This is an optimization exercise on Yosys and OpenROAD, whose aim is small area and a short achievable clock period, not a production implementation. No functional check of the RTL was part of any run shown here. Power is estimated from default activity; no workload was simulated.

===== design.v =====
module fp_mul(
    input clk,
    input rst,
    input [31:0] a_s,
    input [31:0] b_s,
    output reg [31:0] c_out,
    output reg overflow
);
    localparam M = 12;    
    reg [4:0] cnt;
    reg  st, dn;                
    wire start = st;
    wire done  = dn;
    wire fin   = done | rst;    
    wire eadd  = (cnt != 5'd0) && (cnt <= 5'd8);
    reg [22:0] A;         
    reg [22:0] B;         
    reg [23:0] P;         
    reg        k;         
    reg        q24, q23;  
    reg [7:0]  X;         
    reg [7:0]  Y;         
    reg        cy;        
    reg        Z;         
    reg        sx, sr;    
    wire        b0 = start & b_s[0];
    wire [23:0] pp = ({1'b1, a_s[22:0]} & {24{b0}}) | ({1'b1, A} & {24{B[0]}});
    wire [M-1:0] lo  = {1'b0, P[M-2:0]} + {1'b0, pp[M-2:0]};
    wire         s1  = P[M-1] ^ pp[M-1] ^ k;
    wire         c1  = (P[M-1] & pp[M-1]) | (P[M-1] & k) | (pp[M-1] & k);
    wire         sm  = s1 ^ lo[M-1];
    wire         c2  = s1 & lo[M-1];
    wire [24-M:0] hi = {1'b0, P[23:M]} + {1'b0, pp[23:M]} + {{(24-M){1'b0}}, c1};
    wire [24:0]  U   = {hi, sm, lo[M-2:0]};
    wire es = X[0] ^ Y[0] ^ (cy & eadd);
    wire ec = (X[0] & Y[0]) | (X[0] & cy) | (Y[0] & cy);
    always @(posedge clk) begin
        if (start) begin
            A  <= a_s[22:0];
            B  <= {1'b1, b_s[22:2], b_s[1] & ~rst};
            X  <= a_s[30:23];
            Y  <= b_s[30:23];
            cy <= 1'b1;
            sx <= a_s[31];
            sr <= a_s[31] ^ b_s[31];
        end else begin
            B  <= {1'b0, B[22:2], B[1] & ~fin};
            X  <= {es, X[7:1]};
            Y  <= {1'b0, Y[7:1]};
            if (eadd) cy <= ec;
        end
        P   <= fin ? 24'd0 : U[24:1];
        k   <= ~fin & c2;
        q24 <= U[0];
        q23 <= q24;
        if (cnt == 5'd1) Z <= (X == 8'd0) || (Y == 8'd0);
    end
    wire        p47 = P[22];
    wire [7:0]  e   = {~X[7], X[6:0]};
    wire        e8  = ~(cy ^ X[7]);
    wire [7:0]  eo  = e + {7'd0, p47};
    wire        of  = e8 | (p47 & (&e));
    wire [22:0] fr  = p47 ? {P[21:0], q24} : {P[20:0], q24, q23};
    wire        zr  = Z | rst;
    always @(posedge clk) begin
        if (fin)
            cnt <= 5'd0;
        else
            cnt <= cnt + 5'd1;
        st <= fin;
        dn <= ~rst & (cnt == 5'd24);
        if (fin) begin
            c_out[31]    <= ~rst & (Z ? sx : sr);
            c_out[30:23] <= zr ? 8'd0 : eo;
            c_out[22:0]  <= zr ? 23'd0 : fr;
            overflow     <= ~rst & of;
        end
    end
endmodule

===== flow/run.sh =====
#!/bin/bash
# Standard layout (the standard.sh), with these changes:
#  - port buffers made of sky130_fd_sc_hd__buf_1 cells instead of the default pick;
#  - clock tree leaves of clkbuf_8 under a clkbuf_16 root, no dummy loads;
#  - no mapping of adders to full/half-adder cells (abc maps them);
#  - abc maps the logic with flow/abc.script (no abc-level buffering or sizing;
#    the resizer does that after placement). Everything else in ORFS's scripts
#    folder is used unchanged, from a copy.
set -euo pipefail
cp -r "$FLOW_HOME/scripts" scripts_mod
cp flow/abc.script scripts_mod/abc_speed.script
export SCRIPTS_DIR="$PWD/scripts_mod"
export BUFFER_PORTS_ARGS="-buffer_cell sky130_fd_sc_hd__buf_1"
export CTS_ARGS="-sink_clustering_enable -repair_clock_nets -buf_list sky130_fd_sc_hd__clkbuf_8 -root_buf sky130_fd_sc_hd__clkbuf_16 -dont_use_dummy_load"
bash standard.sh ADDER_MAP_FILE= finish > standard_make.log 2>&1

===== flow/abc.script =====
&get -n
&st
&dch
&nf
&put

===== standard.sh =====
#!/bin/bash
# synth_recipe.tcl (not shown) runs the flow's synth.tcl, then flattens the netlist and writes it again
# the make line also repeats each setting of config.mk as NAME=value (left out here)
make -C /OpenROAD-flow-scripts/flow DESIGN_CONFIG=/design/flow/config.mk WORK_HOME=/design/flow/orfs CLKGATE_MAP_FILE= SYNTH_SCRIPT=/design/flow/synth_recipe.tcl "${@:-finish}"

===== config.mk =====
export PLATFORM = sky130hd
export DESIGN_NAME = fp_mul
export DESIGN_NICKNAME = fp_mul
export VERILOG_FILES = /design/flow/design.v
export SDC_FILE = /design/flow/constraint.sdc
export NUM_CORES = 4
export LEC_CHECK = 0
export CAP_MARGIN = 20
export CORE_MARGIN = 2
export CORE_UTILIZATION = 40
export SETUP_SLACK_MARGIN = 2.0
export SLEW_MARGIN = 20

===== constraint.sdc =====
create_clock -name core_clock -period 4.0 [get_ports {clk}]
set_input_delay 0.8000 -clock core_clock [delete_from_list [all_inputs] [get_ports {clk}]]
set_output_delay 0.8000 -clock core_clock [all_outputs]
set_load 0.01 [all_outputs]

==> notes.md, run 1 <==
* Number of synthesized register bits at 133
* P_leak at 2.57 nW
* Core area at 13800 um2
* Sum Neg Setup Slack at 0 ns
* Critical path peak fanout at 6
* Die span in x at 123 um
* Layout cells sized above 1 at 19.6%
* Grt ovf at 0
* Min Clock Period, post-route at 2.44 ns
* Period utilization at 61.0%
* Initial core utilization at 40.6%
* Pre-antenna DRT Iters at 4
* Antenna-violating nets left at 0
* Tightest Pin Transition at 0.493 ns
* Async SR Flop Fraction at 0%
* Run status: no timing/DRC/antenna violations
* Most common cell in the synthesized netlist: dfxtp_1
* WL/cell at 16.0 um
* Die Area at 15000 um2
* IO Port Bufs at 98
* Final hold vios at 0
* Fillcell total at roughly 1200
* CP Class: in2reg
* Max-Cap Viols at 0
* Maximum clock path buffer count at 2
* Cell Area, Synth at about 5600 um2
* Gp weighted congestion at 0.929
* Max-slew headroom at 66.9%
* Placed cell count at 764
* Synthesis-to-layout area growth at 29.7%
* PD cells at 434 nW/um2
* Total GRT Usage at 18.2%
* Layout Nets at 701
* Vias in the first global route at between 4000 and 5000
* IO Pins at 99
* Yosys Warn Count at 1
* CTS buffer count at 17
* Total number of vias at 4299
* Top cells by count, synth: 74 x dfxtp_1, 59 x edfxtp_1, 50 x nor2_1
* Crit. End Element: flip-flop
* First-pass GRT wire length at around 21000 um
* Post-synth top flop: dfxtp_1
* N_diodes at 0
* H-tree levels at 4
* Syn_nets at 546
* Non-Filler Instances at 813
* Final WL at ~13000 um
* Iter 0 DRT Violations at 242
* DP HPWL at about 8000 um
* Worst EP arrival at approximately 2.7 ns
* Root Buffer: clkbuf_16
* TritonCTS clock tree: done
* Yosys top cell area share at between 30% and 40%
* Largest net degree at the start of global routing at 41
* Final setup violation count at 0
* Residual DRC at 0
* EDFF count, synth at 59
* Total Power at 3.16 mW
* Clock sinks at 133
* Clock Pin Slew Worst Setup and Hold Paths at 0.06 ns
* Synth unique cells at between 40 and 50
* Top post-synthesis cells by area: edfxtp_1 32%, dfxtp_1 26%, mux2_1 7.0%
* Register area share after synthesis at ~58%
* Setup Skew at between 0.01 and 0.015 ns
* Vias per Instance at between 5 and 6
* Fin. max-slew vios at 0
* Std cell rows at between 40 and 50
* Peak supply drop at 0.245 mV
* Dominant cell type by area after synthesis: edfxtp_1
* Die outline height at 123 um
* Min-Delay Path Class: reg2reg
* Syn Inst Count at 480
* Peak Freq at 410 MHz
* CP Launch Type: input pin
* Synthesized area per cell at 11.7 um2
* Antenna violations before repair at 0
* Clock Latency Late Sink at 0.37 ns
* Worst Path Required at 4.23 ns
* RSZ-0062 raised after global routing: true
-- worst paths after layout --
kind / cells past startpoint / startpoint / to / slack [ns]
max: 10 / b_s[0] / P[21] / 1.56
min: 0 / q24 / q23 / 0.37
max reg2reg: 8 / st / P[21] / 1.73
min reg2reg: 0 / q24 / q23 / 0.37
-- cells by family (layout without fill, tap and decap cells) --
| family | after synthesis | count (layout) | synth area share (%) |
|---|---|---|---|
| AOI/OAI and AO/OA | 123 | 123 | 13.6 |
| DFF | 133 | 133 | 57.9 |
| adders and majority gates | 1 | 1 | 0.178 |
| and+or+nand+nor | 123 | 124 | 10.5 |
| muxes | 59 | 59 | 11.3 |
| buffers and inverters | 2 | 154 | 0.134 |
| xor gates and xnor gates | 39 | 39 | 6.35 |
-- flip-flops by register name (all words and copies together) (netlist names), 5 cells and up --
register / flops
A: 23
P: 24
Y: 8
cnt: 5
B: 23
X: 8
c_out: 32
-- critical path, stage by stage --
cell	delay (ns)
buf_8	0.11
buf_12	0.14
a32oi_4	0.30
xor2_4	0.25
nor2_2	0.10
a211o_1	0.30
a31o_1	0.20
a211o_1	0.30
o21ai_1	0.12
a21oi_1	0.05
-- cell usage in the layout (no fill, tap or decap), types with 6 or more instances in the layout --
| master | n |
|---|---|
| a21oi_1 | 31 |
| nand2b_1 | 9 |
| mux2i_1 | 24 |
| clkbuf_8 | 16 |
| nor4_1 | 7 |
| and3_1 | 7 |
| buf_4 | 32 |
| o21ai_1 | 14 |
| xor2_1 | 9 |
| nand2_1 | 17 |
| xnor2_1 | 14 |
| o21ai_0 | 16 |
| xnor2_2 | 6 |
| nor2b_1 | 12 |
| xor2_2 | 7 |
| mux2_1 | 35 |
| nor2_1 | 45 |
| a21oi_2 | 7 |
| buf_1 | 97 |
| a32oi_4 | 6 |
| nor3_1 | 7 |
| dfxtp_1 | 71 |
| o21ai_2 | 6 |
| edfxtp_1 | 59 |
-- metal layers --
| metal | vias to the layer above | share of wire [%] | track usage (%) |
|---|---|---|---|
| met4 | 0 | 2.1 | 8.26 |
| met3 | 23 | 6.1 | 5.44 |
| li1 | 2101 | - | - |
| met5 | - | 0 | 0 |
| met1 | 2022 | 43 | 22.4 |
| met2 | 153 | 49 | 29.4 |
-- final cells by class --
cell class | count | area, um2 | area share, %
well taps | 180 | 225 | 3.09
multi-input cells | 346 | 2850 | 39.1
flip-flops and latches | 133 | 3260 | 44.8
inverters | 2 | 12.5 | 0.172
repair buffers | 135 | 697 | 9.56
clock buffers | 17 | 245 | 3.36
-- per-stage QoR --
step / setup WS, ns / instance area [um2] / hold slack, ns / util [%]
finish: 1.56 / 7290 / 0.369 / 52.7
global route: 1.50 / 7290 / 0.382 / 52.7
CTS: 1.62 / 7120 / 0.373 / 51.5
detailed placement: 1.10 / 6370 / 0.364 / 46.1
global placement: 1.13 / 6370 / 0.357 / 46.1
floorplan: 1.52 / 5730 / 0.350 / -
-- power breakdown --
| group | internal (mW) | switching, mW |
|---|---|---|
| clock | 0.399 | 0.429 |
| sequential | 1.56 | 0.125 |
| combinational | 0.313 | 0.341 |
-- timing repair --
item / CTS / global route
gates resized for setup: 62 / 26
cloned: 2 / 0
hold buffers: 0 / 0
pin swaps: 24 / 20
buffers inserted: 26 / 4
endpoints found under the setup margin: 21 / 35
==> inputs of run 2 (changes only) <==
==> design.v (replaced) <==
module fp_mul(
    input clk,
    input rst,
    input [31:0] a_s,
    input [31:0] b_s,
    output reg [31:0] c_out,
    output reg overflow
);
    reg [4:0] cnt;
    wire start = (cnt == 5'd0);
    wire done  = (cnt == 5'd25);
    wire eadd  = (cnt != 5'd0) && (cnt <= 5'd8);
    reg [22:0] A;         
    reg [22:0] B;         
    reg [23:0] P;         
    reg        p23;       
    reg [7:0]  X;         
    reg [7:0]  Y;         
    reg        cy;        
    reg        Z;         
    reg        sx, sr;    
    wire [24:0] T = {1'b0, P} + {2'b01, A};
    wire [24:0] U = B[0] ? T : {1'b0, P};
    wire es = X[0] ^ Y[0] ^ (cy & eadd);
    wire ec = (X[0] & Y[0]) | (X[0] & cy) | (Y[0] & cy);
    always @(posedge clk) begin
        if (start) begin
            A  <= a_s[22:0];
            B  <= b_s[22:0];
            X  <= a_s[30:23];
            Y  <= b_s[30:23];
            cy <= 1'b1;
            sx <= a_s[31];
            sr <= a_s[31] ^ b_s[31];
            P  <= 24'd0;
        end else begin
            B  <= {1'b1, B[22:1]};
            X  <= {es, X[7:1]};
            Y  <= {1'b0, Y[7:1]};
            if (eadd) cy <= ec;
            P  <= U[24:1];
        end
        p23 <= U[0];
        if (cnt == 5'd1) Z <= (X == 8'd0) || (Y == 8'd0);
    end
    wire        p47 = P[23];
    wire [7:0]  e   = {~X[7], X[6:0]};
    wire        e8  = ~(cy ^ X[7]);
    wire [7:0]  eo  = e + {7'd0, p47};
    wire        of  = e8 | (p47 & (&e));
    wire [22:0] fr  = p47 ? P[22:0] : {P[21:0], p23};
    wire        zr  = Z | rst;
    always @(posedge clk) begin
        if (rst || done)
            cnt <= 5'd0;
        else
            cnt <= cnt + 5'd1;
        if (rst || done) begin
            c_out[31]    <= ~rst & (Z ? sx : sr);
            c_out[30:23] <= zr ? 8'd0 : eo;
            c_out[22:0]  <= zr ? 23'd0 : fr;
            overflow     <= ~rst & of;
        end
    end
endmodule
--- a/config.mk
+++ b/config.mk
@@ -9,4 +9,4 @@
 export CORE_MARGIN = 2
 export CORE_UTILIZATION = 40
-export SETUP_SLACK_MARGIN = 2.0
+export SETUP_SLACK_MARGIN = 2.2
 export SLEW_MARGIN = 20
==> notes.md, run 2 <==
* Root Buffer: clkbuf_16
* Hold-fix buffers, CTS at 0
* EDFF count, synth at ~60
* Final WL at 14900 um
* Async SR Flop Fraction at 0%
* Std cell rows at 43
* Cell-internal power at ~2.8 mW
* N_diodes at 0
* R2r setup slk at 1.94 ns
* Grt ovf at 0
* Post-synth top flop: dfxtp_1
* Clock Latency Late Sink at 0.37 ns
* Peak Freq at 486 MHz
* Iter 0 DRT Violations at 282
* CP max-delay cell: edfxtp_1
* Max-slew headroom at 68.0%
* Min-Delay Path Class: reg2reg
* RSZ-0062 raised after global routing: true
* P_leak at 2.70 nW
* Max-Cap Viols at 0
* Cell Area, Synth at 5720 um2
* Logic pwr share at 39.1%
* Maximum clock path buffer count at 2
* Syn Inst Count at 603
* Syn_nets at 669
* Vias per Instance at between 5 and 6
* Clock power share at about a fifth
* Antenna violations before repair at 0
* Clock sinks at 129
* Total GRT Usage at about a fifth
* Clock Pin Slew Worst Setup and Hold Paths at roughly 0.060 ns
* Sum Neg Setup Slack at 0 ns
* Final setup violation count at 0
* Tightest Pin Transition at about 0.48 ns
* Yosys Warn Count at 1
* Top sig layer: met4
* Total number of vias at 4843
* Residual DRC at 0
* Die outline height at 124 um
* TritonCTS clock tree: done
* Dominant cell type by area after synthesis: edfxtp_1
* Synthesis-to-layout area growth at 31.0%
* Vias in the first global route at 4563
* Max reg flops at 32
* Die span in x at 124 um
* Post-route cell area at between 7000 and 8000 um2
* Largest registers: c_out x32, P x24
* Register area share after synthesis at 55.5%
* Gp weighted congestion at 0.927
* IO Pins at 99
* Worst EP arrival at 2.30 ns
* Pre-antenna DRT Iters at 5
* DP HPWL at 9370 um
* CP max stage delay at 0.48 ns
* Top cells by count, synth: 153 x nand2_1, 71 x nor2_1, 70 x dfxtp_1
* WL met3 at 831 um
* IO Port Bufs at slightly below 100
* Fin. max-slew vios at 0
* Layout Nets at 818
* CP Class: reg2reg
* Share of power burned in registers at 42.3%
* Number of synthesized register bits at 129
* Placed Area at 6440 um2
* Period utilization at 51.4%
* Core area at 13900 um2
* Largest register by flop count: c_out
* Setup Skew at 0.0243 ns
* Synth unique cells at 38
* Most common cell in the synthesized netlist: nand2_1
* Largest net degree at the start of global routing at 64
* WL met1 at between 6000 and 7000 um
* Most common cell after layout, fill and taps aside: nand2_1
* Final hold vios at 0
* H-tree levels at 4
* Top post-synthesis cells by area: edfxtp_1 31%, dfxtp_1 25%, nand2_1 10%
* Run status: no timing/DRC/antenna violations
* First-pass GRT wire length at 23200 um
* Fillcell total at approximately 1300
* Peak supply drop at around 0.25 mV
* CTS buffer count at 17
* Critical path peak fanout at 6
* Synthesized area per cell at 9.48 um2
* CP Launch Type: flip-flop
* Layout cells sized above 1 at 17.7%
* WL/cell at 16.0 um
* Met2 wire len at 6860 um
* Initial core utilization at 41.0%
* PD cells at 595 nW/um2
* Psw at 1.68 mW
* Antenna-violating nets left at 0
* Crit. End Element: flip-flop
* CP Cell Sequence: xnor2_4 -> nor4_2 -> a311o_1 -> a41oi_4 -> o21a_1 -> o211a_1
* Die Area at 15300 um2
* Min Clock Period, post-route at 2.06 ns
* Yosys top cell area share at 31.0%
* Sw Share at 37.6%
* Worst Path Required at approximately 4.2 ns
* Commonest non-fill, non-tap cells in the layout: 150 x nand2_1, 98 x buf_1, 67 x dfxtp_1, 59 x edfxtp_1, 58 x nor2_1
==> run 2: cell types whose count changed in the layout (fill, tap and decap cells not counted), moves of 6 or more <==
cell / delta
mux2_1: -35
o21ai_0: +20
a32oi_4: -6
nand2b_1: -8
o21ai_1: -7
nor2b_1: -12
xnor2_4: +11
xnor2_1: +8
nand2_1: +133
nor2_1: +13
xor2_2: -6
==> run 2: worst paths after layout <==
| kind | from | endpoint | cells after the start |
|---|---|---|---|
| min | B[1] | B[0] | 2 |
| min reg2reg | B[1] | B[0] | 2 |
| max reg2reg | A[5] | P[22] | 6 |
| max | A[5] | P[22] | 6 |
==> run 2: stage by stage <==
step	std cells	total power [mW]	hold WS, ns	util, %	worst slack, ns
floorplan	603	2.77	0.399	-	2.08
global placement	883	3.13	0.403	46.2	1.67
CTS	917	4.21	0.422	50.8	1.90
detailed placement	883	3.14	0.411	46.2	1.73
finish	930	4.46	0.418	53.7	1.94
global route	930	4.73	0.426	53.7	1.85
==> run 2: power groups by stage <==
stage	Sequential [mW]	Combinational, mW	Clock, mW
global route	1.93	1.90	0.905
detailed placement	1.88	1.26	0
floorplan	1.85	0.918	0
CTS	1.86	1.50	0.850
finish	1.89	1.74	0.829
global placement	1.87	1.26	0
==> run 2: logic make-up after synthesis <==
logic type             Yosys count  share of synthesized area [%]
flip-flops                     129                           55.5
buffers and inverters            2                          0.131
XOR/XNOR                        52                           7.97
AO/OA/AOI/OAI                  125                           12.4
multiplexers                    25                           4.38
AND/OR/NAND/NOR                270                           19.6
==> run 2: worst max-delay path: cells and delay by family (launching register included) <==
| family | cells | cell delay (ns) |
|---|---|---|
| AO/OA/AOI/OAI | 4 | 0.84 |
| flip-flops | 1 | 0.48 |
| AND/OR/NAND/NOR | 1 | 0.39 |
| XOR/XNOR | 1 | 0.22 |
==> run 2: per-layer routing <==
layer,track usage [%],vias to the layer above
met2,31.0,132
met1,27.1,2254
li1,-,2436
met3,4.75,21
met5,0,-
met4,8.45,0
==> run 2: final cells by class <==
cell class | instances | area (um2) | share of cell area, %
tap | 180 | 225 | 3.01
timing repair buffer | 128 | 617 | 8.24
clock buffer | 17 | 245 | 3.27
sequential | 129 | 3180 | 42.5
inverter | 2 | 33.8 | 0.451
multi-input combinational | 474 | 3190 | 42.6
==> run 2: repair_timing <==
action | in CTS | in global routing
pin swaps | 15 | 27
endpoints found under the hold margin | 0 | 0
gates cloned | 1 | 1
setup buffers | 16 | 12
endpoints found under the setup margin | 118 | 108
gates resized for setup | 45 | 62
==> inputs of run 3 (changes only) <==
==> design.v (replaced) <==
module fp_mul(
    input clk,
    input rst,
    input [31:0] a_s,
    input [31:0] b_s,
    output reg [31:0] c_out,
    output reg overflow
);
    localparam M = 12;    
    reg [4:0] cnt;
    reg  st, dn;                
    wire start = st;
    wire done  = dn;
    wire fin   = done | rst;
    wire eadd  = (cnt != 5'd0) && (cnt <= 5'd8);
    reg [22:0] A;         
    reg [22:0] B;         
    reg [23:0] P;         
    reg        k;         
    reg        p23;       
    reg [7:0]  X;         
    reg [7:0]  Y;         
    reg        cy;        
    reg        Z;         
    reg        sx, sr;    
    wire [23:0] pp = B[0] ? {1'b1, A} : 24'd0;
    wire [M-1:0] lo  = {1'b0, P[M-2:0]} + {1'b0, pp[M-2:0]};
    wire         s1  = P[M-1] ^ pp[M-1] ^ k;
    wire         c1  = (P[M-1] & pp[M-1]) | (P[M-1] & k) | (pp[M-1] & k);
    wire         sm  = s1 ^ lo[M-1];
    wire         c2  = s1 & lo[M-1];
    wire [24-M:0] hi = {1'b0, P[23:M]} + {1'b0, pp[23:M]} + {{(24-M){1'b0}}, c1};
    wire [24:0]  U   = {hi, sm, lo[M-2:0]};
    wire es = X[0] ^ Y[0] ^ (cy & eadd);
    wire ec = (X[0] & Y[0]) | (X[0] & cy) | (Y[0] & cy);
    always @(posedge clk) begin
        if (start) begin
            A  <= a_s[22:0];
            B  <= b_s[22:0];
            X  <= a_s[30:23];
            Y  <= b_s[30:23];
            cy <= 1'b1;
            sx <= a_s[31];
            sr <= a_s[31] ^ b_s[31];
        end else begin
            B  <= {1'b1, B[22:1]};
            X  <= {es, X[7:1]};
            Y  <= {1'b0, Y[7:1]};
            if (eadd) cy <= ec;
        end
        P   <= start ? 24'd0 : U[24:1];
        k   <= ~start & c2;
        p23 <= U[0];
        if (cnt == 5'd1) Z <= (X == 8'd0) || (Y == 8'd0);
    end
    wire [24-M:0] pre;
    genvar gi;
    generate
        for (gi = 0; gi <= 24 - M; gi = gi + 1) begin : pf
            if (gi == 0) begin : z
                assign pre[gi] = 1'b1;
            end else begin : n
                assign pre[gi] = &P[M-2+gi:M-1];
            end
        end
    endgenerate
    wire [23:0] PT = {P[23:M-1] ^ ({(25-M){k}} & pre), P[M-2:0]};
    wire        zr  = Z | rst;
    wire        p47 = PT[23];
    wire        n1  = ~zr & p47;
    wire        n0  = ~zr & ~p47;
    wire [7:0]  e   = {~X[7], X[6:0]};
    wire        e8  = ~(cy ^ X[7]);
    wire [7:0]  eo  = (e & {8{~zr}}) + {7'd0, n1};
    wire        of  = e8 | (p47 & (&e));
    wire [22:0] fr  = ({23{n1}} & PT[22:0]) | ({23{n0}} & {PT[21:0], p23});
    always @(posedge clk) begin
        if (fin)
            cnt <= 5'd0;
        else
            cnt <= cnt + 5'd1;
        st <= fin;
        dn <= ~rst & (cnt == 5'd24);
        if (fin) begin
            c_out[31]    <= ~rst & (Z ? sx : sr);
            c_out[30:23] <= eo;
            c_out[22:0]  <= fr;
            overflow     <= ~rst & of;
        end
    end
endmodule
==> flow/abc.script (replaced) <==
strash
dch
map -B 0.9
topo
stime -c
buffer -c
upsize -c
dnsize -c
--- a/config.mk
+++ b/config.mk
@@ -9,4 +9,4 @@
 export CORE_MARGIN = 2
 export CORE_UTILIZATION = 40
-export SETUP_SLACK_MARGIN = 2.2
+export SETUP_SLACK_MARGIN = 2.1
 export SLEW_MARGIN = 20
==> notes.md, run 3 <==
* Run status: no timing/DRC/antenna violations
* Final hold vios at 0
* Initial core utilization at about two fifths
* Die outline height at 127 um
* Total GRT Usage at between 10% and 20%
* IO Pins at 99
* Syn Inst Count at ~750
* Core area at 15000 um2
* Min Clock Period, post-route at approximately 1.9 ns
* Clock sinks at 132
* Logic pwr share at between 10% and 20%
* Commonest non-fill, non-tap cells in the layout: 247 x nand2_1, 98 x buf_1, 67 x dfxtp_1, 64 x inv_1, 59 x edfxtp_1
* Register area share after synthesis at between 50% and 60%
* Top post-synthesis cells by area: edfxtp_1 29%, dfxtp_1 24%, nand2_1 16%
* IO Port Bufs at 98
* Antenna violations before repair at 0
* Residual DRC at 0
* Final setup violation count at 0
* Cell Area, Synth at between 6000 and 7000 um2
* Psw at 0.754 mW
* Placed Area at 6590 um2
* Layout cells sized above 1 at roughly 11%
* Most common cell in the synthesized netlist: nand2_1
* Max-Cap Viols at 0
* N_diodes at 0
* Peak Freq at 540 MHz
* Number of synthesized register bits at roughly 130
* Pre-antenna DRT Iters at 5
* Fillcell total at 1503
* Dominant cell type by area after synthesis: edfxtp_1
* EDFF count, synth at 59
* Clock Pin Slew Worst Setup and Hold Paths at 0.06 ns
* Maximum clock path buffer count at 2
* Peak supply drop at 0.231 mV
* Critical path peak fanout at 7
* Synthesized area per cell at 8.10 um2
* Root Buffer: clkbuf_16
* Sum Neg Setup Slack at 0 ns
* Fin. max-slew vios at 0
* Cell-internal power at 2.06 mW
* Total number of vias at approximately 5100
* Synthesis-to-layout area growth at 16.3%
* Placed cell count at 1019
* Crit. End Element: flip-flop
* Syn_nets at 815
* RSZ-0062 raised after global routing: true
* Grt ovf at 0
* First-pass GRT wire length at 21600 um
* Final WL at 13400 um
* Total Power at 2.82 mW
* WL/cell at 12.8 um
* Period utilization at roughly 46%
* Post-route cell area at a little over 7000 um2
* Iter 0 DRT Violations at 297
* Most common cell after layout, fill and taps aside: nand2_1
* P_leak at 2.98 nW
* Async SR Flop Fraction at 0%
* Die span in x at 127 um
* Vias per Instance at roughly 4.8
* CTS buffer count at 17
* H-tree levels at 4
* Layout Nets at 927
* Top cells by count, synth: 251 x nand2_1, 73 x dfxtp_1, 65 x inv_1
* Largest net degree at the start of global routing at 78
* Non-Filler Instances at 1047
* Std cell rows at 45
* Worst Path Required at 4.12 ns
* Clock Latency Late Sink at 0.36 ns
* TritonCTS clock tree: done
* Max-slew headroom at 44.3%
* Max reg flops at 32
* Sw Share at 26.8%
* Largest registers: c_out x32, P x24
* PD cells at 399 nW/um2
* Synth unique cells at 38
* Hold-fix buffers, CTS at 0
* Share of power burned in registers at a little under three fifths
* CP Class: reg2reg
* Die Area at 16200 um2
* CP Launch Type: flip-flop
* Post-synth top flop: dfxtp_1
* Tightest Pin Transition at ~0.84 ns
* Vias in the first global route at 4671
* Min-Delay Path Class: reg2reg
* Yosys top cell area share at 29.2%
* Yosys Warn Count at 1
* DP HPWL at 9240 um
* Gp weighted congestion at 0.865
* Setup Skew at around 0.022 ns
* Antenna-violating nets left at 0
* Largest register by flop count: c_out
* Clock power share at 29.0%
* Worst EP arrival at 1.97 ns
-- run 3: final cells by class --
class | instances | area (um2) | share of cell area (%)
clock buffers | 17 | 245 | 3.48
well taps | 188 | 235 | 3.33
flip-flops and latches | 132 | 3240 | 46.0
multi-input cells | 520 | 2540 | 36.0
repair buffers | 112 | 493 | 6.99
inverters | 78 | 295 | 4.19
-- run 3: per-stage QoR --
step                      hold WS (ns)  utilization (%)  worst slack (ns)
final                            0.416             46.9              2.15
after global routing             0.436             46.9              2.04
after CTS                        0.420             45.8              2.09
after detailed placement         0.404             43.8              1.56
after global placement           0.399             43.8              1.59
after floorplan                  0.396                -              2.09
-- run 3: kinds of logic (layout without fill, tap and decap cells) --
kind of cell / after synthesis / in the layout / synth area share [%]
and+or+nand+nor: 393 / 394 / 27.8
AOI/OAI and AO/OA: 114 / 114 / 10.4
xor gates and xnor gates: 11 / 11 / 1.59
DFF: 132 / 132 / 53.3
buffers and inverters: 98 / 207 / 6.78
muxes: 1 / 1 / 0.165
-- run 3: power groups by stage --
| stage | sequential (mW) | combinational, mW | clock (mW) |
|---|---|---|---|
| floorplan | 1.60 | 0.284 | 0 |
| global placement | 1.61 | 0.388 | 0 |
| detailed placement | 1.61 | 0.389 | 0 |
| CTS | 1.58 | 0.403 | 0.850 |
| global route | 1.59 | 0.484 | 0.913 |
| finish | 1.57 | 0.425 | 0.816 |
-- run 3: final timing paths --
check	depth (start not counted)	startpoint	slack, ns	end
max reg2reg	11	P[11]	2.15	c_out[25]
min	2	B[5]	0.42	B[4]
max	11	P[11]	2.15	c_out[25]
min reg2reg	2	B[5]	0.42	B[4]
-- run 3: what timing repair did --
item                                    in CTS  in global routing
endpoints found under the setup margin      47                 77
gates resized for setup                      6                 25
endpoints found under the hold margin        0                  0
gates cloned                                 0                  1
buffers inserted                             3                  7
pin swaps                                    1                  7
-- run 3: critical path: stages (launching register included) --
cell and delay [ns]:
dfxtp_2 0.35, nand2_1 0.09, nor3_4 0.19, nand2_2 0.10, nor2_4 0.13, nand3b_1 0.13
nand2_4 0.18, inv_4 0.11, nor2_4 0.11, nand2_1 0.08, nand2_1 0.06, o21ai_1 0.06
-- run 3: layer usage --
metal  vias to the layer above  track usage [%]  share of wire, %
met1                      2245             21.8                47
met5                         -                0                 0
met3                        15             4.69               4.6
met4                         0             6.01               1.7
met2                       114             27.5                47
li1                       2676                -                 -
==> inputs of run 4 (changes only) <==
==> design.v (replaced) <==
module fp_mul(
    input clk,
    input rst,
    input [31:0] a_s,
    input [31:0] b_s,
    output reg [31:0] c_out,
    output reg overflow
);
    localparam M = 12;    
    reg [4:0] cnt;
    reg  st, dn;                
    wire start = st;
    wire done  = dn;
    reg [22:0] A;         
    reg [22:0] B;         
    reg [23:0] P;         
    reg        k;         
    reg        q24, q23;  
    reg [8:0]  V;         
    reg        Z;         
    reg        sx, sr;    
    wire [23:0] pp = B[0] ? {1'b1, A} : 24'd0;
    wire [M-1:0] lo  = {1'b0, P[M-2:0]} + {1'b0, pp[M-2:0]};
    wire         s1  = P[M-1] ^ pp[M-1] ^ k;
    wire         c1  = (P[M-1] & pp[M-1]) | (P[M-1] & k) | (pp[M-1] & k);
    wire         sm  = s1 ^ lo[M-1];
    wire         c2  = s1 & lo[M-1];
    wire [24-M:0] hi = {1'b0, P[23:M]} + {1'b0, pp[23:M]} + {{(24-M){1'b0}}, c1};
    wire [24:0]  U   = {hi, sm, lo[M-2:0]};
    always @(posedge clk) begin
        if (start) begin
            A  <= a_s[22:0];
            B  <= {1'b1, b_s[22:1]};
            V  <= {1'b0, a_s[30:23]} + {1'b0, b_s[30:23]} + 9'd1;
            Z  <= (a_s[30:23] == 8'd0) || (b_s[30:23] == 8'd0);
            sx <= a_s[31];
            sr <= a_s[31] ^ b_s[31];
            P  <= b_s[0] ? {1'b0, 1'b1, a_s[22:1]} : 24'd0;
            k  <= 1'b0;
        end else begin
            B  <= {1'b0, B[22:1]};
            P  <= U[24:1];
            k  <= c2;
        end
        q24 <= U[0];
        q23 <= q24;
    end
    wire        p47 = P[22];
    wire [7:0]  e   = {~V[7], V[6:0]};
    wire        e8  = ~(V[8] ^ V[7]);
    wire        of  = e8 | (p47 & (&e));
    wire        zr  = Z | rst;
    wire        n1  = ~zr & p47;
    wire        n0  = ~zr & ~p47;
    wire [7:0]  eo  = (e & {8{~zr}}) + {7'd0, n1};
    wire [22:0] fr  = ({23{n1}} & {P[21:0], q24}) | ({23{n0}} & {P[20:0], q24, q23});
    always @(posedge clk) begin
        if (rst || done)
            cnt <= 5'd0;
        else
            cnt <= cnt + 5'd1;
        st <= rst | done;
        dn <= ~rst & (cnt == 5'd24);
        if (rst || done) begin
            c_out[31]    <= ~rst & (Z ? sx : sr);
            c_out[30:23] <= eo;
            c_out[22:0]  <= fr;
            overflow     <= ~rst & of;
        end
    end
endmodule
==> notes.md, run 4 <==
* Run status: no timing/DRC/antenna violations
* Worst Path Required at 4.25 ns
* Hold Slack at between 0.3 and 0.4 ns
* Top cells by count, synth: 238 x nand2_1, 71 x inv_1, 68 x edfxtp_1
* Antenna-violating nets left at 0
* Top post-synthesis cells by area: edfxtp_1 34%, dfxtp_1 19%, nand2_1 15%
* Largest net degree at the start of global routing at 40
* Maximum clock path buffer count at 2
* Most common cell in the synthesized netlist: nand2_1
* Max-Cap Viols at 0
* Synthesis-to-layout area growth at 15.1%
* TritonCTS clock tree: done
* Layout Nets at between 900 and 1000
* Clock Latency Late Sink at 0.37 ns
* Hold wc startpoint: q24
* Dominant cell type by area after synthesis: edfxtp_1
* Die span in x at around 130 um
* Vias in the first global route at 4646
* Std cell rows at 44
* Worst setup margin at 2.21 ns
* N_diodes at 0
* WL/cell at 13.5 um
* Grt ovf at 0
* Sum Neg Setup Slack at 0 ns
* Most common cell after layout, fill and taps aside: nand2_1
* Yosys Warn Count at 1
* DP HPWL at ~10000 um
* Final WL at 13800 um
* Antenna violations before repair at 0
* Fin. max-slew vios at 0
* EDFF count, synth at 68
* Cell Area, Synth at 6020 um2
* Synthesized area per cell at 8.21 um2
* Critical Path Start: B[0]
* IO Pins at between 90 and 100
* Async SR Flop Fraction at 0%
* R2R Path Start: B[0]
* Min Clock Period, post-route at 1.79 ns
* Max reg flops at 32
* Number of synthesized register bits at about 130
* Die Area at 16000 um2
* Initial core utilization at 41.2%
* CTS buffer count at 17
* Largest registers: c_out x32, P x24
* Yosys top cell area share at 33.9%
* Residual DRC at 0
* Clock Pin Slew Worst Setup and Hold Paths at 0.07 ns
* Crit. End Element: flip-flop
* Largest register by flop count: c_out
* Core area at 14600 um2
* Setup Skew at 0.0210 ns
* Fin util at 47.5%
* Die outline height at 127 um
* Critical path peak fanout at 6
* IO Port Bufs at 98
* Root Buffer: clkbuf_16
* Period utilization at 44.7%
* Clock sinks at 125
* Total GRT Usage at 17.8%
* Commonest non-fill, non-tap cells in the layout: 233 x nand2_1, 98 x buf_1, 69 x inv_1, 68 x edfxtp_1, 55 x dfxtp_1
* Min-Delay Path Class: reg2reg
* Final setup violation count at 0
* Vias per Instance at 4.84
* Pre-antenna DRT Iters at 5
* P_leak at slightly below 3 nW
* Peak Freq at about 560 MHz
* Tightest Pin Transition at 0.543 ns
* Max-slew headroom at 63.8%
* Synth unique cells at 40
* Peak supply drop at between 0.2 and 0.3 mV
* Worst EP arrival at 2.04 ns
* Register area share after synthesis at between 50 and 60%
* Post-synth top flop: edfxtp_1
* Layout cells sized above 1 at 11.1%
* RSZ-0062 raised after global routing: true
* H-tree levels at 4
* CP Launch Type: flip-flop
* CP Class: reg2reg
* Syn Inst Count at 733
* Iter 0 DRT Violations at around 360
* Total number of vias at ~5000
* PD cells at roughly 420 nW/um2
* Gp weighted congestion at 0.896
* Pre-CTS setup slack at 1.40 ns
* Syn_nets at about 800
* Final hold vios at 0
* First-pass GRT wire length at around 22000 um
[run 4: kinds of logic (layout without fill, tap and decap cells)]
logic type,Yosys count,in the layout,synth area share (%)
DFF,125,125,52.9
and+or+nand+nor,384,384,27.6
buffers and inverters,101,208,7.15
xor gates and xnor gates,16,16,2.33
AOI/OAI and AO/OA,107,107,10.0
[run 4: timing repair]
item,in CTS,in global routing
pin swaps,0,1
hold buffers,0,0
buffers inserted,1,6
gates resized for setup,6,15
endpoints found under the setup margin,48,39
[run 4: power breakdown]
group	switching (mW)	internal (mW)	total [mW]	leakage [nW]
Sequential	0.0614	1.49	1.55	1.16
Clock	0.420	0.399	0.819	0.127
Combinational	0.376	0.194	0.571	1.69
[run 4: per-layer routing]
metal,global-route usage [%],routed length (um),vias up
met5,0,0,-
met4,5.49,222,0
met3,5.10,797,22
met2,29.0,6450,112
met1,23.1,6360,2217
li1,-,-,2608
[run 4: through the flow]
step / instances / power, mW / area, um2
after global placement: 1000 / 2.12 / 6560
final: 1024 / 2.94 / 6930
after floorplan: 733 / 1.97 / 6060
after CTS: 1018 / 2.95 / 6830
after detailed placement: 1000 / 2.13 / 6560
after global routing: 1024 / 3.11 / 6930
[run 4: area by class of cell]
class	instances	area [um2]
clock buffer	17	245
sequential	125	3190
tap	184	230
multi-input combinational	507	2480
fill	1456	7660
inverter	81	308
timing repair buffer	110	478
[run 4: final timing paths]
check	endpoint	slack [ns]	depth (start not counted)
worst min-delay path	q23	0.35	0
worst max register to register	P[19]	2.21	16
worst max-delay path	P[19]	2.21	16
worst min register to register	q23	0.35	0
[run 4: critical path: stages (launching register included)]
cell	delay, ns
dfxtp_4	0.41
buf_6	0.14
nand2_1	0.06
inv_1	0.07
nand2_1	0.05
nand2_1	0.08
nand2_2	0.08
nand2_2	0.09
nand2_2	0.08
nand2_4	0.09
nand2_1	0.05
nand2_1	0.10
nand2_1	0.10
nand2_1	0.10
nand2_1	0.06
nand3_1	0.06
nand2_1	0.05
==> inputs of run 5 (changes only) <==
--- a/design.v
+++ b/design.v
@@ -12,4 +12,5 @@
     wire start = st;
     wire done  = dn;
+    wire eadd  = (cnt != 5'd0) && (cnt <= 5'd8);
     reg [22:0] A;         
     reg [22:0] B;         
@@ -17,21 +18,60 @@
     reg        k;         
     reg        q24, q23;  
-    reg [8:0]  V;         
+    reg [7:0]  X;         
+    reg [7:0]  Y;         
+    reg        cy;        
     reg        Z;         
     reg        sx, sr;    
     wire [23:0] pp = B[0] ? {1'b1, A} : 24'd0;
-    wire [M-1:0] lo  = {1'b0, P[M-2:0]} + {1'b0, pp[M-2:0]};
+    localparam NL = M - 1, NH = 24 - M;
+    wire [NL-1:0] lg [0:4];
+    wire [NL-1:0] lp [0:4];
+    wire [NH-1:0] hg [0:4];
+    wire [NH-1:0] hp [0:4];
+    wire [NL-1:0] lx = P[M-2:0] ^ pp[M-2:0];
+    wire [NH-1:0] hx = P[23:M] ^ pp[23:M];
+    assign lg[0] = P[M-2:0] & pp[M-2:0];
+    assign lp[0] = lx;
+    assign hg[0] = (P[23:M] & pp[23:M]) | {{(NH-1){1'b0}}, hx[0] & c1};
+    assign hp[0] = hx;
+    genvar gl, gi;
+    generate
+        for (gl = 0; gl < 4; gl = gl + 1) begin : ks
+            for (gi = 0; gi < NL; gi = gi + 1) begin : l
+                if (gi >= (1 << gl)) begin : c
+                    assign lg[gl+1][gi] = lg[gl][gi] | (lp[gl][gi] & lg[gl][gi-(1<<gl)]);
+                    assign lp[gl+1][gi] = lp[gl][gi] & lp[gl][gi-(1<<gl)];
+                end else begin : w
+                    assign lg[gl+1][gi] = lg[gl][gi];
+                    assign lp[gl+1][gi] = lp[gl][gi];
+                end
+            end
+            for (gi = 0; gi < NH; gi = gi + 1) begin : h
+                if (gi >= (1 << gl)) begin : c
+                    assign hg[gl+1][gi] = hg[gl][gi] | (hp[gl][gi] & hg[gl][gi-(1<<gl)]);
+                    assign hp[gl+1][gi] = hp[gl][gi] & hp[gl][gi-(1<<gl)];
+                end else begin : w
+                    assign hg[gl+1][gi] = hg[gl][gi];
+                    assign hp[gl+1][gi] = hp[gl][gi];
+                end
+            end
+        end
+    endgenerate
+    wire [M-1:0] lo  = {lg[4][NL-1], lx ^ {lg[4][NL-2:0], 1'b0}};
     wire         s1  = P[M-1] ^ pp[M-1] ^ k;
     wire         c1  = (P[M-1] & pp[M-1]) | (P[M-1] & k) | (pp[M-1] & k);
     wire         sm  = s1 ^ lo[M-1];
     wire         c2  = s1 & lo[M-1];
-    wire [24-M:0] hi = {1'b0, P[23:M]} + {1'b0, pp[23:M]} + {{(24-M){1'b0}}, c1};
+    wire [24-M:0] hi = {hg[4][NH-1], hx ^ {hg[4][NH-2:0], c1}};
     wire [24:0]  U   = {hi, sm, lo[M-2:0]};
+    wire es = X[0] ^ Y[0] ^ (cy & eadd);
+    wire ec = (X[0] & Y[0]) | (X[0] & cy) | (Y[0] & cy);
     always @(posedge clk) begin
         if (start) begin
             A  <= a_s[22:0];
             B  <= {1'b1, b_s[22:1]};
-            V  <= {1'b0, a_s[30:23]} + {1'b0, b_s[30:23]} + 9'd1;
-            Z  <= (a_s[30:23] == 8'd0) || (b_s[30:23] == 8'd0);
+            X  <= a_s[30:23];
+            Y  <= b_s[30:23];
+            cy <= 1'b1;
             sx <= a_s[31];
             sr <= a_s[31] ^ b_s[31];
@@ -40,4 +80,7 @@
         end else begin
             B  <= {1'b0, B[22:1]};
+            X  <= {es, X[7:1]};
+            Y  <= {1'b0, Y[7:1]};
+            if (eadd) cy <= ec;
             P  <= U[24:1];
             k  <= c2;
@@ -45,8 +88,9 @@
         q24 <= U[0];
         q23 <= q24;
+        if (cnt == 5'd1) Z <= (X == 8'd0) || (Y == 8'd0);
     end
     wire        p47 = P[22];
-    wire [7:0]  e   = {~V[7], V[6:0]};
-    wire        e8  = ~(V[8] ^ V[7]);
+    wire [7:0]  e   = {~X[7], X[6:0]};
+    wire        e8  = ~(cy ^ X[7]);
     wire        of  = e8 | (p47 & (&e));
     wire        zr  = Z | rst;
==> flow/abc.script (replaced) <==
&get -n
&st
&dch
&nf
&put
==> notes.md, run 5 <==
* Run status: no timing/DRC/antenna violations
* EDFF count, synth at between 50 and 60
* WL/cell at roughly 16 um
* Syn_nets at 562
* Clock Pin Slew Worst Setup and Hold Paths at 0.06 ns
* Worst Path Required at 4.27 ns
* Period utilization at about half
* Grt ovf at 0
* Sum Neg Setup Slack at 0 ns
* Antenna-violating nets left at 0
* Initial core utilization at approximately two fifths
* CP Cell Sequence: buf_8 -> and3_4 -> a311oi_4 -> o21ai_2 -> a21oi_2 -> o2111a_1 -> o21a_1 -> o31ai_1
* Max-slew headroom at 30.0%
* Post-synthesis compound-gate area fraction at 15.0%
* Final setup violation count at 0
* CP max-delay cell: dfxtp_4
* CP max stage delay at between 0.4 and 0.5 ns
* Dominant cell type by area after synthesis: edfxtp_1
* Yosys Warn Count at 1
* Fin util at between 50% and 60%
* Cell Area, Synth at 5540 um2
* XOR/XNOR Fraction of Synth Area at roughly 5.2%
* Critical path peak fanout at 6
* Max-Cap Viols at 0
* Yosys top cell area share at a little under a third
* Antenna violations before repair at 0
* Most common cell after layout, fill and taps aside: buf_1
* Peak Freq at 518 MHz
* P_leak at 2.52 nW
* Hold Slack at 0.379 ns
* Largest family of logic cells by synthesized area: compound AO/OA/AOI/OAI gates
* Final WL at 13100 um
* CP Class: reg2reg
* Iter 0 DRT Violations at 501
* DP HPWL at 7760 um
* R2r setup slk at 2.07 ns
* H-tree levels at 4
* Post-route cell area at 7000 um2
* Largest registers: c_out x32, P x24
* Number of synthesized register bits at 133
* Most common cell in the synthesized netlist: dfxtp_1
* Reg area at 3260 um2
* Syn Inst Count at 496
* First-pass GRT wire length at 19500 um
* Worst EP arrival at 2.20 ns
* Register area share after synthesis at 58.7%
* Maximum clock path buffer count at 2
* Die outline height at between 100 and 150 um
* Synthesized area per cell at 11.2 um2
* Die span in x at 122 um
* Tightest Pin Transition at 1.05 ns
* Vias in the first global route at a little over 4000
* Commonest non-fill, non-tap cells in the layout: 98 x buf_1, 72 x dfxtp_1, 59 x edfxtp_1, 47 x nand2_1, 35 x mux2_1
* Total number of vias at ~4400
* Final hold vios at 0
* Fin. max-slew vios at 0
* Post-synth top flop: dfxtp_1
* CP Launch Type: flip-flop
* Std cell rows at 43
* IO Port Bufs at 98
* Setup Skew at approximately 0.015 ns
* Largest register by flop count: c_out
* RSZ-0062 raised after global routing: true
* Min-Delay Path Class: reg2reg
* Root Buffer: clkbuf_16
* Gp weighted congestion at 1.01
* Worst setup margin at 2.07 ns
* Top post-synthesis cells by area: edfxtp_1 32%, dfxtp_1 27%, mux2_1 7.1%
* Total GRT Usage at between 10% and 20%
* Vias per Instance at 5.48
* Peak supply drop at 0.262 mV
* TritonCTS clock tree: done
* CTS buffer count at 17
* Async SR Flop Fraction at 0%
* Simple-gate share of the synthesized area at 13.7%
* Pre-antenna DRT Iters at 5
* Clock Latency Late Sink at 0.37 ns
* Crit. End Element: flip-flop
* Core area at 13700 um2
* Clock sinks at 133
* Synthesis-to-layout area growth at 26.4%
* Placed Area at 6210 um2
* Largest net degree at the start of global routing at 93
* Fillcell total at 1214
* Hold-fix buffers, CTS at 0
* Layout Nets at approximately 700
* Residual DRC at 0
* Pre-CTS setup slack at 1.68 ns
* Area of the multi-input gates at 2710 um2
* PD cells at 478 nW/um2
* Min Clock Period, post-route at 1.93 ns
* Max reg flops at 32
* Die Area at 14800 um2
* N_diodes at 0
* Adder-Cell Fraction of Synth Area at 0%
* IO Pins at 99
* Synth unique cells at 37
* Top cells by count, synth: 74 x dfxtp_1, 59 x edfxtp_1, 50 x nand2_1
* Post-synthesis mux area share at 7.29%
* Layout cells sized above 1 at 17.6%
run 5: cell count changes after synthesis, sizes merged, moves of 17 or more:
cell / previous run / this run
a22o: 1 / 23
nand2: 249 / 50
o22ai: 22 / 0
mux2: 0 / 35
nor2: 68 / 33
dfxtp: 57 / 74
inv: 80 / 0
and3: 0 / 19
run 5: kinds of logic (layout without fill, tap and decap cells):
group                  count (synthesis)  count (layout)
buffers and inverters                  1             134
AND/OR/NAND/NOR                      160             161
multiplexers                          36              36
XOR/XNOR                              33              33
flip-flops                           133             133
AO/OA/AOI/OAI                        133             133
run 5: worst paths after layout:
kind,from,cells past startpoint,end
max,B[0],8,P[19]
min,q24,0,q23
max reg2reg,B[0],8,P[19]
min reg2reg,q24,0,q23
run 5: metrics by stage:
step                      cells  power [mW]
final                       810        3.35
after global routing        810        3.51
after CTS                   803        3.22
after detailed placement    776        2.32
after global placement      776        2.30
after floorplan             496        2.14
run 5: report_power, final:
group,total (mW),internal (mW),switching [mW]
Sequential,1.73,1.59,0.142
Clock,0.830,0.399,0.430
Combinational,0.787,0.337,0.450
run 5: what timing repair did:
item	CTS	global route
resized for setup	27	75
buffers inserted	10	6
pin swaps	7	17
endpoints found under the setup margin	19	56
cloned	0	1
run 5: routing by layer:
layer / share of wire, % / GRT usage (%)
met5: 0 / 0
met1: 42 / 21.6
met4: 2.8 / 6.39
met3: 6.4 / 5.20
met2: 49 / 27.8
run 5: final cells by class:
type | instances | area share [%]
Sequential cell | 133 | 46.6
Multi-Input combinational cell | 363 | 38.7
Timing Repair Buffer | 116 | 7.95
Clock buffer | 17 | 3.50
Tap cell | 180 | 3.22
Inverter | 1 | 0.0536
run 5: critical path, delay by kind of cell (launching register included):
kind	cells	cell delay [ns]
simple gates	1	0.23
compound gates	6	1.04
flops	1	0.41
buf+inv	1	0.15
==> inputs of run 6 (changes only) <==
==> flow/abc.script (replaced) <==
strash
dch
map -B 0.9
topo
stime -c
buffer -c
upsize -c
dnsize -c
==> notes.md, run 6 <==
* Run status: no timing/DRC/antenna violations
* Tightest Pin Transition at 0.889 ns
* Syn_nets at 819
* Async SR Flop Fraction at 0%
* Max-slew headroom at between 40% and 50%
* CP max-delay cell: nor4_4
* Hold-fix buffers, CTS at 0
* P_leak at 3.12 nW
* Core area at 15100 um2
* Std cell rows at 45
* Min Clock Period, post-route at 1.87 ns
* CP max stage delay at 0.23 ns
* Synth unique cells at 38
* Worst setup margin at 2.13 ns
* Dominant cell type by area after synthesis: edfxtp_1
* Commonest non-fill, non-tap cells in the layout: 256 x nand2_1, 97 x buf_1, 72 x dfxtp_1, 71 x inv_1, 59 x edfxtp_1
* Final setup violation count at 0
* Critical path peak fanout at 5
* CTS buffer count at 17
* Clock Latency Late Sink at 0.37 ns
* Total Power at ~3 mW
* Min-Delay Path Class: reg2reg
* Die span in x at 128 um
* Die outline height at 128 um
* Pre-antenna DRT Iters at 4
* Yosys Warn Count at 1
* Worst Path Required at 4.10 ns
* DP HPWL at between 9000 and 10000 um
* Top cells by count, synth: 260 x nand2_1, 74 x dfxtp_1, 71 x inv_1
* CP most frequent cell: nor2_4
* Residual DRC at 0
* Die Area at 16400 um2
* CP Class: in2reg
* Cell Area, Synth at 6160 um2
* Final hold vios at 0
* Gp weighted congestion at 0.840
* Max-Cap Viols at 0
* CP Launch Type: input pin
* PD cells at between 400 and 500 nW/um2
* Grt ovf at 0
* Iter 0 DRT Violations at 278
* Period utilization at roughly 47%
* IO Pins at 99
* Top post-synthesis cells by area: edfxtp_1 29%, dfxtp_1 24%, nand2_1 16%
* Largest net degree at the start of global routing at 77
* TritonCTS clock tree: done
* Layout cells sized above 1 at 11.2%
* Sum Neg Setup Slack at 0 ns
* Fillcell total at 1532
* Largest family of logic cells by synthesized area: simple AND/OR/NAND/NOR gates
* Final WL at 14100 um
* Fin util at 46.5%
* R2R Path Start: Z
* Clock sinks at 133
* Maximum clock path buffer count at 2
* Largest register by flop count: c_out
* Most common cell after layout, fill and taps aside: nand2_1
* CP Cell Sequence: buf_4 -> nor2_4 -> inv_4 -> nor4_4 -> nand2_1 -> nor2_2 -> nand3_2 -> nor2_4 -> xor2_1
* Peak supply drop at 0.233 mV
* Setup crit end: c_out[30]
* RSZ-0062 raised after global routing: true
* Total number of vias at 5068
* Register area share after synthesis at 52.8%
* Simple-gate share of the synthesized area at 29.4%
* R2r worst-path depth at 8
* Worst EP arrival at 1.97 ns
* Antenna-violating nets left at 0
* Root Buffer: clkbuf_16
* R2r setup slk at 2.18 ns
* EDFF count, synth at 59
* Post-synthesis mux area share at 0.163%
* Worst flop-to-flop path endpoint: c_out[30]
* WL/cell at roughly 13 um
* Largest registers: c_out x32, P x24
* First-pass GRT wire length at 22200 um
* Synthesized area per cell at 8.18 um2
* Total GRT Usage at 17.5%
* Crit. End Element: flip-flop
* Post-synth top flop: dfxtp_1
* Synthesis-to-layout area growth at 14.4%
* Vias per Instance at 4.84
* Vias in the first global route at 4634
* Most common cell in the synthesized netlist: nand2_1
* XOR/XNOR Fraction of Synth Area at 0.995%
* Max reg flops at 32
* H-tree levels at 4
* IO Port Bufs at a little under 100
* Adder-Cell Fraction of Synth Area at 0%
* Post-synthesis compound-gate area fraction at 9.75%
* Pre-CTS setup slack at 1.61 ns
* Layout Nets at between 900 and 1000
* N_diodes at 0
* Critical Path Start: rst
* Syn Inst Count at 753
* Peak Freq at 535 MHz
* Antenna violations before repair at 0
* Fin. max-slew vios at 0
* Number of synthesized register bits at 133
* Setup Skew at around 0.024 ns
* Clock Pin Slew Worst Setup and Hold Paths at about 0.060 ns
* Yosys top cell area share at 28.8%
* Initial core utilization at 40.7%
run 6: cell count changes after synthesis, sizes merged, moves of 19 or more:
cell   before  now
inv         0   77
mux2       35    0
nor2       33   67
and3       19    0
a22o       23    0
nand2      50  275
o22ai       0   22
run 6: through the flow:
stage	std cells	hold slack, ns	area [um2]
3_5_place_dp	1020	0.336	6660
4_1_cts	1039	0.351	6930
5_1_grt	1048	0.359	7050
3_3_place_gp	1020	0.336	6660
2_1_floorplan	753	0.331	6160
6_report	1048	0.350	7050
run 6: worst min-delay path by stage:
stage / from / slack [ns] / cells past startpoint / end
6_report: q24 / 0.35 / 0 / q23
2_1_floorplan: q24 / 0.33 / 0 / q23
4_1_cts: q24 / 0.35 / 0 / q23
3_3_place_gp: q24 / 0.34 / 0 / q23
5_1_grt: q24 / 0.36 / 0 / q23
3_5_place_dp: q24 / 0.34 / 0 / q23
run 6: layer usage:
metal / up-vias / GRT usage (%) / share of wire (%)
met4: 0 / 5.75 / 1.5
met3: 20 / 4.67 / 4.5
met2: 101 / 28.8 / 47
li1: 2665 / - / -
met5: - / 0 / 0
met1: 2282 / 22.4 / 47
run 6: power by group:
part / switching, mW / internal, mW / total, mW
clock network: 0.443 / 0.400 / 0.843
logic: 0.378 / 0.190 / 0.568
registers: 0.0606 / 1.55 / 1.61
run 6: repair_timing:
action	4_1_cts	5_1_grt
hold endpoints to repair	0	0
setup buffers	2	9
gates resized for setup	4	15
pin swaps	1	6
endpoints found under the setup margin	81	39
run 6: cell families (layout without fill, tap and decap cells):
group | count (synthesis) | in the layout
AOI/OAI and AO/OA | 103 | 103
xor gates and xnor gates | 7 | 7
buffers and inverters | 101 | 208
DFF | 133 | 133
muxes | 1 | 1
and+or+nand+nor | 408 | 408
run 6: layout make-up:
| type | instances | area [um2] | area share, % |
|---|---|---|---|
| sequential | 133 | 3260 | 46.2 |
| multi-input combinational | 519 | 2520 | 35.8 |
| timing repair buffer | 113 | 492 | 6.98 |
| inverter | 78 | 295 | 4.19 |
| clock buffer | 17 | 245 | 3.48 |
| tap | 188 | 235 | 3.34 |
run 6: critical path, delay by kind of cell:
| family | cells | cell delay, ns |
|---|---|---|
| simple gates | 6 | 0.90 |
| buf+inv | 2 | 0.21 |
| xor+xnor | 1 | 0.07 |

-- static timing again, ports no longer ideal --
How much do the figures lean on ideal ports? The routed layouts below were timed once more, with nothing changed but the port constraints.
Step 1 sets driving cells, clkbuf_16 on the clock port and buf_2 on the other inputs (assumed; they add their load-dependent delay and slew).
Step 2 times the ports against the registers' clock, not the clock port: input delays grow and output delays shrink by t, the midpoint of the rising clock arrivals with the driver on.
Three values: ideal, step 1, step 2; two values: the first two.
run	shift t [ns]	setup slack, ns	hold slack, ns	worst slew at a driven data input, ns
run 1	0.404	1.561 / 1.563 / 1.159	0.369 / 0.369 / 0.369	0.06
run 2	0.401	1.943 / 1.943 / 1.943	0.418 / 0.418 / 0.418	0.05
run 3	0.395	2.149 / 2.149 / 1.879	0.416 / 0.416 / 0.416	0.04
run 4	0.396	2.214 / 2.214 / 1.859	0.353 / 0.353 / 0.353	0.04
run 5	0.402	2.068 / 2.068 / 1.775	0.379 / 0.379 / 0.379	0.05
run 6	0.394	2.131 / 2.148 / 1.754	0.350 / 0.350 / 0.350	0.04
After both steps every run listed still meets setup and hold. The setup slack of run 1, which loses most, moves by +0.002 ns with the drivers and by -0.402 ns with both steps.
